What follows belongs to an exercise in optimizing a design on an open flow for small area; a production flow would make more cautious choices.
The RTL was checked by simulation tests, not by an equivalence proof against the original design.

==> inputs of v33 <==
Design adc_to_fifo, start of the top module:
module adc_to_fifo(
    input wire clk,
    input wire rst,
    input wire ready,
    input wire [15:0] i_xadc,
    input wire i_dig,
    output reg [7:0] data_in,
    output reg write,
    input wire almost_full
    );
clock: 14.0 ns
lec_check: 0
abc_area: 1
cap_margin: 0
core_margin: 2
core_utilization: 60
cts_buf_list: sky130_fd_sc_hd__clkbuf_8
cts_cluster_diameter: 50
cts_cluster_size: 24
place_density: 0.7
slew_margin: 0
run.sh (not shown) runs the stock make flow with config.mk's settings and CLKGATE_MAP_FILE= SYNTH_SCRIPT=/design/flow/synth_recipe.tcl, a recipe that flattens the netlist after the stock synthesis.
==> v2 (differences from v33) <==
- CTS_BUF_LIST: sky130_fd_sc_hd__clkbuf_8 -> sky130_fd_sc_hd__clkbuf_4
- CTS_CLUSTER_DIAMETER: 50 -> 30
- CTS_CLUSTER_SIZE: 24 -> 8
==> v39 (differences from v33) <==
- CTS_CLUSTER_DIAMETER: 50 -> 40
- CTS_CLUSTER_SIZE: 24 -> 16
==> key figures <==
Status
  – Outcome: no timing/DRC/antenna violations

Layout
  – Most frequent cells in the layout: edfxtp_1, inv_1, fa_1
  – Layout Cells excl Fill: 4281

Detailed routing
  – Via count: 22.34k
  – WL met3: 3777 µm
  – Detailed Route WL: 79120 µm

Critical path
  – CP Data Required Time: 14.66 ns

Clock tree
  – CTS Root Cell: clkbuf_8
  – Worst-skew pair later-pin latency: 0.77 ns
  – Clk slew on worst S/H paths: 0.12 ns

Worst hold path
  – Critical hold path startpoint: processing.threshold.sqrt.dly[2]$_DFF_P_
(the above is from v33)
==> key figures <==
Status
  – Outcome: no timing/DRC/antenna violations

Worst hold path
  – Critical hold path startpoint: processing.threshold.sqrt.dly[28]$_DFF_P_

Clock tree
  – Clk slew on worst S/H paths: 0.09 ns
  – CTS Root Cell: clkbuf_8
  – Worst-skew pair later-pin latency: 0.80 ns

Layout
  – Layout Cells excl Fill: 4342

Critical path
  – CP Data Required Time: 14.73 ns

Detailed routing
  – Via count: 22.63k
  – Detailed Route WL: 79950 µm
(the above is from v39)
==> key figures <==
Status
  – Outcome: no timing/DRC/antenna violations

Detailed routing
  – Detailed Route WL: 80510 µm

Clock tree
  – CTS Root Cell: clkbuf_4
  – Worst-skew pair later-pin latency: 1.10 ns
  – Clk slew on worst S/H paths: 0.08 ns

Layout
  – Layout Cells excl Fill: 4464

Worst hold path
  – Critical hold path startpoint: processing.threshold.sqrt.dly[53]$_DFF_P_
(the above is from v2)

========
==> inputs of 04-17 <==
adc_to_fifo, a different RTL version from the one above (not shown whole).
// adc_to_fifo
module adc_to_fifo(
    input wire clk,
    input wire rst,
    input wire ready,
    input wire [15:0] i_xadc,
    input wire i_dig,
    output reg [7:0] data_in,
    output reg write,
    input wire almost_full
    );
==> module threshold, before the edit <==
module threshold (
    input wire clk,
    input wire reset,
    input wire [11:0] in_data,
    input wire f_compute,
    output reg [11:0] t_mean,     
    output reg [8:0]  t_std       
    );
    localparam N = 32;
    localparam W = 20;
    reg [N*W-1:0] win;
    reg [16:0] acc;
    reg [20:0] sq_acc;
    reg [11:0] mean;
    reg [5:0]  pushes;            
    wire full = pushes[5];
    reg [11:0] m_old;             
    wire [11:0] x_old = win[N*W-1 -: 12];
    wire [7:0] dm_old8 = win[N*W-13 -: 8];
    reg prev_msb;                 
    wire [8:0] dm_old = {(dm_old8 == 8'h80) ? ~prev_msb : dm_old8[7], dm_old8};
    function [24:0] radd;
        input [23:0] x;
        input [23:0] y;
        input ci;
        integer i;
        reg c;
        begin
            c = ci;
            for (i = 0; i < 24; i = i + 1) begin
                radd[i] = x[i] ^ y[i] ^ c;
                c = (x[i] & y[i]) | (c & (x[i] ^ y[i]));
            end
            radd[24] = c;
        end
    endfunction
    wire [11:0] x_out = full ? x_old : 12'd0;
    wire [24:0] d_out_s = radd({12'd0, x_out}, {12'hfff, ~m_old}, 1'b1);
    wire [12:0] d_out = d_out_s[12:0];
    wire [24:0] dm_in_s = radd({15'd0, acc[13:5]}, {15'h7fff, ~mean[8:0]}, 1'b1);
    wire [8:0] dm_in = dm_in_s[8:0];
    wire [24:0] d_in_s = radd({12'd0, in_data}, {12'hfff, ~mean}, 1'b1);
    wire [12:0] d_in = d_in_s[12:0];
    wire [24:0] acc_a = radd({7'd0, acc}, {12'd0, in_data}, 1'b0);
    wire [24:0] acc_b = radd(acc_a[23:0], {12'hfff, ~x_out}, 1'b1);
    wire [24:0] m_old_s = radd({12'd0, m_old}, {{15{dm_old[8]}}, dm_old}, 1'b0);
    wire [20:0] sq_next;
    sq_update squ (
        .acc(sq_acc),
        .din(d_in),
        .dout(d_out),
        .q(sq_next)
    );
    wire [8:0] std;
    sqrt_pipe sqrt (
        .clk(clk),
        .din(sq_acc[20:5]),
        .dout(std)
    );
    always @(posedge clk) begin
        if (f_compute) begin
            win <= {win[(N-1)*W-1:0], in_data, dm_in[7:0]};
            t_mean <= mean;
            t_std <= std;
        end
    end
    always @(posedge clk) begin
        if (reset) begin
            acc <= 0;
            sq_acc <= 0;
            mean <= 0;
            pushes <= 0;
            m_old <= 0;
        end else if (f_compute) begin
            acc <= acc_b[16:0];
            sq_acc <= sq_next;
            mean <= acc[16:5];
            if (!full) pushes <= pushes + 1;
            else begin
                m_old <= m_old_s[11:0];
                prev_msb <= x_old[11];
            end
        end
    end
endmodule
clock: 14.0 ns
lec_check: 0
abc_area: 1
cap_margin: 0
core_margin: 2
core_utilization: 60
cts_buf_list: sky130_fd_sc_hd__clkbuf_8
cts_cluster_diameter: 75
cts_cluster_size: 18
gpl_timing_driven: 0
place_density: 0.7
slew_margin: 0
==> inputs of 10-10, as changes to 04-17 <==
--- a/flow/design.v
+++ b/flow/design.v
@@ -356,7 +356,7 @@
     output reg [8:0]  t_std       
     );
     localparam N = 32;
-    localparam W = 20;
+    localparam W = 21;
     reg [N*W-1:0] win;
     reg [16:0] acc;
     reg [20:0] sq_acc;
@@ -365,9 +365,7 @@
     wire full = pushes[5];
     reg [11:0] m_old;             
     wire [11:0] x_old = win[N*W-1 -: 12];
-    wire [7:0] dm_old8 = win[N*W-13 -: 8];
-    reg prev_msb;                 
-    wire [8:0] dm_old = {(dm_old8 == 8'h80) ? ~prev_msb : dm_old8[7], dm_old8};
+    wire [8:0] dm_old = win[N*W-13 -: 9];
     function [24:0] radd;
         input [23:0] x;
         input [23:0] y;
@@ -408,7 +406,7 @@
     );
     always @(posedge clk) begin
         if (f_compute) begin
-            win <= {win[(N-1)*W-1:0], in_data, dm_in[7:0]};
+            win <= {win[(N-1)*W-1:0], in_data, dm_in};
             t_mean <= mean;
             t_std <= std;
         end
@@ -425,10 +423,7 @@
             sq_acc <= sq_next;
             mean <= acc[16:5];
             if (!full) pushes <= pushes + 1;
-            else begin
-                m_old <= m_old_s[11:0];
-                prev_msb <= x_old[11];
-            end
+            else m_old <= m_old_s[11:0];
         end
     end
 endmodule
- CTS_BUF_LIST: sky130_fd_sc_hd__clkbuf_8 -> sky130_fd_sc_hd__clkbuf_16
- CTS_CLUSTER_DIAMETER: 75 -> 45
- CTS_CLUSTER_SIZE: 18 -> 40
- GPL_TIMING_DRIVEN: 0 -> not set
==> inputs of 12-16, as changes to 04-17 <==
- CORE_UTILIZATION: 60 -> 75
- CTS_CLUSTER_DIAMETER: 75 -> 45
- CTS_CLUSTER_SIZE: 18 -> 20
- GPL_TIMING_DRIVEN: 0 -> not set
- PLACE_DENSITY: 0.7 -> 0.85
==> inputs of 07-06, as changes to 04-17 <==
- GPL_TIMING_DRIVEN: 0 -> not set
==> impl_summary.txt <==
----------------------------------------------------
[Status]
  Run status ... finished clean

[Detailed routing]
  Highest Signal Layer ... met4
  Detailed-router iteration count before antenna repair ... 5

[Worst setup path]
  Startpoint of the most critical setup path ... i_xadc[4]
  Crit path to ... processing.dl[83]
  Class of the most critical setup path ... input port to register

[Timing]
  Share of the cycle needed by the critical path after routing ... 0.863

----------------------------------------------------
The numbers above come from 07-06.

==> impl_summary.txt <==
----------------------------------------------------
[Worst setup path]
  Crit path to ... processing.threshold.sqrt.dly[8]
  Class of the most critical setup path ... register to register
  Startpoint of the most critical setup path ... processing.threshold.sqrt.cut[15]
  Most frequent CP cell ... sky130_fd_sc_hd__fa_1

[Die]
  I/O Pins ... 30

[Status]
  Run status ... finished clean

[Global routing]
  Via count of the first global-routing pass ... 23900

[Timing]
  Share of the cycle needed by the critical path after routing ... 0.903

[Detailed routing]
  Highest Signal Layer ... met5

[Clocking]
  Number of gates resized after CTS ... 0

[Run]
  Count of maximum capacitance violations ... 0

----------------------------------------------------
The numbers above come from 12-16.

==> impl_summary.txt <==
----------------------------------------------------
[Layout]
  Multi-input combinational gate total ... 1186
  Footprint of the multi-input gates ... ~11000 sq um
  Dominant class by area ... registers
  Leading cell type in the layout, fill and taps excluded ... sky130_fd_sc_hd__edfxtp_1

[Detailed routing]
  Detailed-router iteration count before antenna repair ... 6

[Worst setup path]
  Startpoint of the most critical setup path ... i_xadc[4]
  Class of the most critical setup path ... input port to register
  Crit path to ... processing.dl[84]

[Clocking]
  Clock-pin slew on the worst setup and hold paths ... approximately 0.080 ns
  CTS sink cnt ... approximately 1300

[Status]
  Run status ... finished clean

[Timing]
  Share of the cycle needed by the critical path after routing ... 0.862

----------------------------------------------------
The numbers above come from 10-10.

==> impl_summary.txt <==
----------------------------------------------------
[Status]
  Run status ... finished clean

[Worst setup path]
  Crit path to ... processing.dl[231]
  Class of the most critical setup path ... input port to register
  Startpoint of the most critical setup path ... i_xadc[4]

[Detailed routing]
  Detailed-router iteration count before antenna repair ... 6

[Timing]
  Share of the cycle needed by the critical path after routing ... 0.947

----------------------------------------------------
The numbers above come from 04-17.

==> port drivers added, routing unchanged <==
How much do the figures lean on ideal ports? The routed layouts below were timed once more, with nothing changed but the port constraints. Step 1 assumes that a clkbuf_16 drives the clock port and a buf_2 every other input. Step 2 adds t to the input delays and takes it off the output delays; t is the mean of the earliest and latest rising clock arrival at the registers after step 1. Input paths then give back, and output paths get back, about the clock's delay inside the block. Slacks: ideal ports / drivers / drivers and shift; pairs: ideal ports / drivers.
run | t, ns | setup slack, ns | worst hold slack (ns) | pins driven straight from the clock port
v33 | 0.793 | 1.564 / 1.564 / 1.332 | 0.295 / 0.295 / 0.295 | 1
v2 | 1.118 | 1.659 / 1.659 / 1.277 | 0.285 / 0.285 / 0.285 | 1
v39 | 0.835 | 1.616 / 1.616 / 1.317 | 0.319 / 0.319 / 0.319 | 1
04-17 | 0.778 | 0.747 / 0.781 / 0.002 | 0.309 / 0.309 / 0.309 | 1
10-10 | 0.732 | 1.931 / 1.972 / 1.241 | 0.301 / 0.301 / 0.301 | 1
12-16 | 0.812 | 1.357 / 1.357 / 1.135 | 0.330 / 0.330 / 0.330 | 1
07-06 | 0.754 | 1.912 / 1.940 / 1.185 | 0.312 / 0.312 / 0.312 | 1
After both steps every run listed still meets setup and hold. For 04-17, which loses most, drivers alone change the setup slack by +0.034 ns; drivers and shift together by -0.745 ns.
